What follows belongs to an exercise in optimizing a design on an open flow for small area, a short achievable clock period and few clock cycles; a production flow would make more cautious choices.
The RTL was checked by simulation tests, not by an equivalence proof against the original design.
Power figures rest on the tool's default switching activity, not on a simulated workload.

Setup of v9:
// steganography
module steganography (
    input         sys_clk,
    input         reset,
    input         start,
    input         mode,
    input  [31:0] message_size,
    output        done,
    output [31:0] image_addra,
    input  [31:0] image_rddataa,
    output [31:0] secret_addra,
    input  [31:0] secret_rddataa,
    output [31:0] image_wrdatab,
    output [3:0]  image_web,
    output [31:0] image_addrb,
    output [31:0] secret_wrdatab,
    output [3:0]  secret_web,
    output [31:0] secret_addrb
);
Settings: LEC_CHECK=0, ABC_AREA=1, CAP_MARGIN=20, CORE_MARGIN=2, CORE_UTILIZATION=40, SLEW_MARGIN=20; clock period 16.0 ns.
standard.sh (not shown) runs the stock make flow with config.mk's settings and CLKGATE_MAP_FILE= SYNTH_SCRIPT=/design/flow/synth_recipe.tcl, a recipe that flattens the netlist after the stock synthesis.
==> flow/flow/run.sh <==
#!/bin/bash
# Own flow: the standard synthesis; then the synthesized logic (not the
# registers, which keep their names and cells) is mapped again with ABC for
# area; then the standard layout, with buf_1 cells as the port buffers.
# Each tool's output goes to a log file here.
set -euo pipefail
W=$(pwd)
F=$W/flow
R=$W/orfs/results/$FLOW_PLATFORM/steganography/base
LIB=$FLOW_HOME/platforms/sky130hd/lib/sky130_fd_sc_hd__tt_025C_1v80.lib
export BUFFER_PORTS_ARGS="-buffer_cell sky130_fd_sc_hd__buf_1"
export SETUP_SLACK_MARGIN=11.7
export CTS_ARGS="-sink_clustering_enable -repair_clock_nets -buf_list {sky130_fd_sc_hd__clkbuf_8 sky130_fd_sc_hd__clkbuf_16} -root_buf sky130_fd_sc_hd__clkbuf_16 -sink_clustering_size 24 -sink_clustering_max_diameter 120 -dont_use_dummy_load"

# 1. standard synthesis
bash standard.sh synth > synth.log 2>&1
cp $R/1_2_yosys.v synth_standard.v

# 2. logic re-mapping
yosys -q -l cells.log -p "read_liberty -ignore_miss_func -ignore_miss_dir $LIB; write_verilog -noattr cells_all.v"
python3 $F/mkmap.py cells_all.v comb_map.v
DU=""
for c in $(cat $F/dont_use.txt); do DU="$DU -dont_use $c"; done
printf 'strash\n&get -n\n&deepsyn -T %s\n&put\ndch -f\n&get -n\n&nf -R 1000\n&put\ntopo\nstime -c\n' "${DEEPSYN_T:-120}" > remap.abc
yosys -l remap.log -p "
read_liberty -lib $LIB
read_verilog synth_standard.v
hierarchy -top $FLOW_TOP
techmap -map comb_map.v
techmap
opt -fast
abc -script $W/remap.abc -liberty $LIB $DU
opt_clean -purge
hilomap -singleton -hicell sky130_fd_sc_hd__conb_1 HI -locell sky130_fd_sc_hd__conb_1 LO
insbuf -buf sky130_fd_sc_hd__buf_4 A X
write_verilog -noattr -noexpr -nohex -nodec $W/remapped.v
stat -liberty $LIB
" > /dev/null
cp remapped.v $R/1_2_yosys.v

# 3. standard layout from the re-mapped netlist
bash standard.sh > layout.log 2>&1
Other scripts of this flow, unchanged in this note and not shown: flow/flow/dont_use.txt, flow/flow/mkmap.py
Testbench counts of v9, summed over its fixed seeds: cycles 9,323.
### v9 -> v21
Settings: changing CORE_UTILIZATION from 40 to 60.
diff --git a/flow/flow/run.sh b/flow/flow/run.sh
--- a/flow/flow/run.sh
+++ b/flow/flow/run.sh
@@ -12 +12 @@
-export SETUP_SLACK_MARGIN=11.7
+export SETUP_SLACK_MARGIN=11.6
Taking v9 as the reference point, the fraction of standard cell area that is sequential of v21 rises by 0.67 points. v21 ended up with a lower share of power burned in combinational logic than v9 did. In the reports for v9 and v21, the smaller share of the clock period used by the worst path belongs to v9. Re clock group share of total power: v21 is 0.2 points down on v9. Diff v9 -> v21 | area of the die | down by more than a quarter. Data-path buffer share of cell area in the final layout: higher on v9.

========
Another version of the RTL of steganography (not shown whole).
Size in the first run: ~300 I/O pins, roughly 0.011 mm² of cells after synthesis.
Settings: LEC_CHECK=0, ABC_AREA=1, CAP_MARGIN=20, CORE_MARGIN=2, CORE_UTILIZATION=40, SLEW_MARGIN=20; clock period 16.0 ns.
==> flow/flow/run.sh <==
#!/bin/bash
# Own flow: the standard synthesis; then the synthesized logic (not the
# registers, which keep their names and cells) is mapped again with ABC for
# area; then the standard layout, with buf_1 cells as the port buffers.
# Each tool's output goes to a log file here.
set -euo pipefail
W=$(pwd)
F=$W/flow
R=$W/orfs/results/$FLOW_PLATFORM/steganography/base
LIB=$FLOW_HOME/platforms/sky130hd/lib/sky130_fd_sc_hd__tt_025C_1v80.lib
export BUFFER_PORTS_ARGS="-buffer_cell sky130_fd_sc_hd__buf_1"
export SETUP_SLACK_MARGIN=11.6
export CTS_ARGS="-sink_clustering_enable -repair_clock_nets -buf_list {sky130_fd_sc_hd__clkbuf_8 sky130_fd_sc_hd__clkbuf_16} -root_buf sky130_fd_sc_hd__clkbuf_16 -sink_clustering_size 24 -sink_clustering_max_diameter 120 -dont_use_dummy_load"

# 1. standard synthesis
bash standard.sh synth > synth.log 2>&1
cp $R/1_2_yosys.v synth_standard.v

# 2. logic re-mapping
yosys -q -l cells.log -p "read_liberty -ignore_miss_func -ignore_miss_dir $LIB; write_verilog -noattr cells_all.v"
python3 $F/mkmap.py cells_all.v comb_map.v
DU=""
for c in $(cat $F/dont_use.txt); do DU="$DU -dont_use $c"; done
printf 'strash\n&get -n\n&deepsyn -T %s\n&put\ndch -f\n&get -n\n&nf -R 1000\n&put\ntopo\nstime -c\n' "${DEEPSYN_T:-120}" > remap.abc
yosys -l remap.log -p "
read_liberty -lib $LIB
read_verilog synth_standard.v
hierarchy -top $FLOW_TOP
techmap -map comb_map.v
techmap
opt -fast
abc -script $W/remap.abc -liberty $LIB $DU
opt_clean -purge
hilomap -singleton -hicell sky130_fd_sc_hd__conb_1 HI -locell sky130_fd_sc_hd__conb_1 LO
insbuf -buf sky130_fd_sc_hd__buf_4 A X
write_verilog -noattr -noexpr -nohex -nodec $W/remapped.v
stat -liberty $LIB
" > /dev/null
cp remapped.v $R/1_2_yosys.v

# 3. standard layout from the re-mapped netlist
bash standard.sh > layout.log 2>&1
Other scripts of this flow, unchanged in this note and not shown: flow/flow/dont_use.txt, flow/flow/mkmap.py
Testbench counts at the start, summed over its fixed seeds: cycles 9,323.
Rerun with:
--- a/flow/flow/run.sh
+++ b/flow/flow/run.sh
@@ -23,3 +23,3 @@
 for c in $(cat $F/dont_use.txt); do DU="$DU -dont_use $c"; done
-printf 'strash\n&get -n\n&deepsyn -T %s\n&put\ndch -f\n&get -n\n&nf -R 1000\n&put\ntopo\nstime -c\n' "${DEEPSYN_T:-120}" > remap.abc
+printf 'strash\n&get -n\n&deepsyn -T %s\n&put\ndch -f\n&get -n\n&nf -R 1000\n&put\ntopo\nstime -c\n' "${DEEPSYN_T:-300}" > remap.abc
 yosys -l remap.log -p "
- The changed run finished with timing, DRC and antenna clean
- synthesized area is unchanged
- non-clock buffer count does not change
- via count stays the same
- clock skew does not change
- sequential share of layout area does not change
Rerun with:
--- a/flow/flow/run.sh
+++ b/flow/flow/run.sh
@@ -12,3 +12,3 @@
 export SETUP_SLACK_MARGIN=11.6
-export CTS_ARGS="-sink_clustering_enable -repair_clock_nets -buf_list {sky130_fd_sc_hd__clkbuf_8 sky130_fd_sc_hd__clkbuf_16} -root_buf sky130_fd_sc_hd__clkbuf_16 -sink_clustering_size 24 -sink_clustering_max_diameter 120 -dont_use_dummy_load"
+export CTS_ARGS="-sink_clustering_enable -repair_clock_nets -buf_list {sky130_fd_sc_hd__clkbuf_16} -root_buf sky130_fd_sc_hd__clkbuf_16 -sink_clustering_size 32 -sink_clustering_max_diameter 150 -dont_use_dummy_load"
 
Outcome: Design area came out lower by about 0.6%. Clock power came out lower by about 8%. Setup slack is better by 10 ps. Maximum frequency is about the same. Combinational power came out lower by about 0.9%. Hold slack is better by 15 ps. Global-route usage hardly moves. Non-clock buffer count stays the same. Total power came out lower by about 1.9%.

========
steganography with an RTL version that a note above also has.
Size in the first run: roughly 1400 cells after synthesis.
==> flow/design.v (excerpt) <==
module steganography (
    input         sys_clk,
    input         reset,
    input         start,
    input         mode,
    input  [31:0] message_size,
    output        done,
    output [31:0] image_addra,
    input  [31:0] image_rddataa,
    output [31:0] secret_addra,
    input  [31:0] secret_rddataa,
    output [31:0] image_wrdatab,
    output [3:0]  image_web,
    output [31:0] image_addrb,
    output [31:0] secret_wrdatab,
    output [3:0]  secret_web,
    output [31:0] secret_addrb
);
clock: 16.0 ns
lec_check: 0
abc_area: 1
cap_margin: 20
core_margin: 2
core_utilization: 40
slew_margin: 20
==> flow/flow/run.sh <==
#!/bin/bash
# Own flow: the standard synthesis; then the synthesized logic (not the
# registers, which keep their names and cells) is mapped again with ABC for
# area; then the standard layout, with buf_1 cells as the port buffers.
# Each tool's output goes to a log file here.
set -euo pipefail
W=$(pwd)
F=$W/flow
R=$W/orfs/results/$FLOW_PLATFORM/steganography/base
LIB=$FLOW_HOME/platforms/sky130hd/lib/sky130_fd_sc_hd__tt_025C_1v80.lib
export BUFFER_PORTS_ARGS="-buffer_cell sky130_fd_sc_hd__buf_1"
export SETUP_SLACK_MARGIN=11.5
export CTS_ARGS="-sink_clustering_enable -repair_clock_nets -buf_list {sky130_fd_sc_hd__clkbuf_8 sky130_fd_sc_hd__clkbuf_16} -root_buf sky130_fd_sc_hd__clkbuf_16 -sink_clustering_size 24 -sink_clustering_max_diameter 120 -dont_use_dummy_load"

# 1. standard synthesis
bash standard.sh synth > synth.log 2>&1
cp $R/1_2_yosys.v synth_standard.v

# 2. logic re-mapping
yosys -q -l cells.log -p "read_liberty -ignore_miss_func -ignore_miss_dir $LIB; write_verilog -noattr cells_all.v"
python3 $F/mkmap.py cells_all.v comb_map.v
DU=""
for c in $(cat $F/dont_use.txt); do DU="$DU -dont_use $c"; done
printf 'strash\n&get -n\n&deepsyn -T %s\n&put\ndch -f\n&get -n\n&nf -R 1000\n&put\ntopo\nstime -c\n' "${DEEPSYN_T:-120}" > remap.abc
yosys -l remap.log -p "
read_liberty -lib $LIB
read_verilog synth_standard.v
hierarchy -top $FLOW_TOP
techmap -map comb_map.v
techmap
opt -fast
abc -script $W/remap.abc -liberty $LIB $DU
opt_clean -purge
hilomap -singleton -hicell sky130_fd_sc_hd__conb_1 HI -locell sky130_fd_sc_hd__conb_1 LO
insbuf -buf sky130_fd_sc_hd__buf_4 A X
write_verilog -noattr -noexpr -nohex -nodec $W/remapped.v
stat -liberty $LIB
" > /dev/null
cp remapped.v $R/1_2_yosys.v

# 3. standard layout from the re-mapped netlist
bash standard.sh > layout.log 2>&1
Other scripts of this flow, unchanged in this note and not shown: flow/flow/dont_use.txt, flow/flow/mkmap.py
The starting point completed with no timing, DRC or antenna violations.
Testbench counts at the start, summed over its fixed seeds: cycles 9,323.
Rerun with:
--- a/flow/flow/run.sh
+++ b/flow/flow/run.sh
@@ -12 +12 @@
-export SETUP_SLACK_MARGIN=11.5
+export SETUP_SLACK_MARGIN=11.6
The changed run finished with timing, DRC and antenna clean.
Setup slack stays flat.
Via count rose by 0.35%.
Global-route usage stays the same.
Power increases by 0.61%.
Routed wire length is unchanged.
Die area stays the same.
Flip-flop and latch count is unchanged.
Fmax is about the same.
Core utilization came out higher by 0.14 points.
Area after synthesis is unchanged.
Clock skew stays flat.

[static timing again, ports no longer ideal]
How much do the figures lean on ideal ports? The routed layouts below were timed once more, with nothing changed but the port constraints.
Step 1 sets driving cells, clkbuf_16 on the clock port and buf_2 on the other inputs (assumed; they add their load-dependent delay and slew).
Step 2, shift: input delay + t, output delay - t, t = (earliest + latest rising clock arrival at the registers) / 2. This alone moves slack from input paths to output paths.
a / b / c = no drivers / after step 1 / after step 2; a / b = the first two.
| run | t, ns | slack for setup (ns) | worst setup path after step 2 | cell pins on the clock port's net |
|---|---|---|---|---|
| v9 | 0.514 | 11.737 / 11.688 / 11.425 | input to register | 1 |
| v21 | 0.507 | 11.676 / 11.633 / 11.236 | input to register | 1 |
| the first run of note 2 | 0.506 | 11.662 / 11.636 / 11.182 | input to register | 1 |
| the second run of note 2 | 0.506 | 11.662 / 11.636 / 11.182 | input to register | 1 |
| the third run of note 2 | 0.497 | 11.672 / 11.621 / 11.222 | input to register | 1 |
| the first run of note 3 | 0.515 | 11.689 / 11.638 / 11.285 | input to register | 1 |
| the second run of note 3 | 0.514 | 11.690 / 11.639 / 11.275 | input to register | 1 |
After both steps every run listed still meets setup and hold.
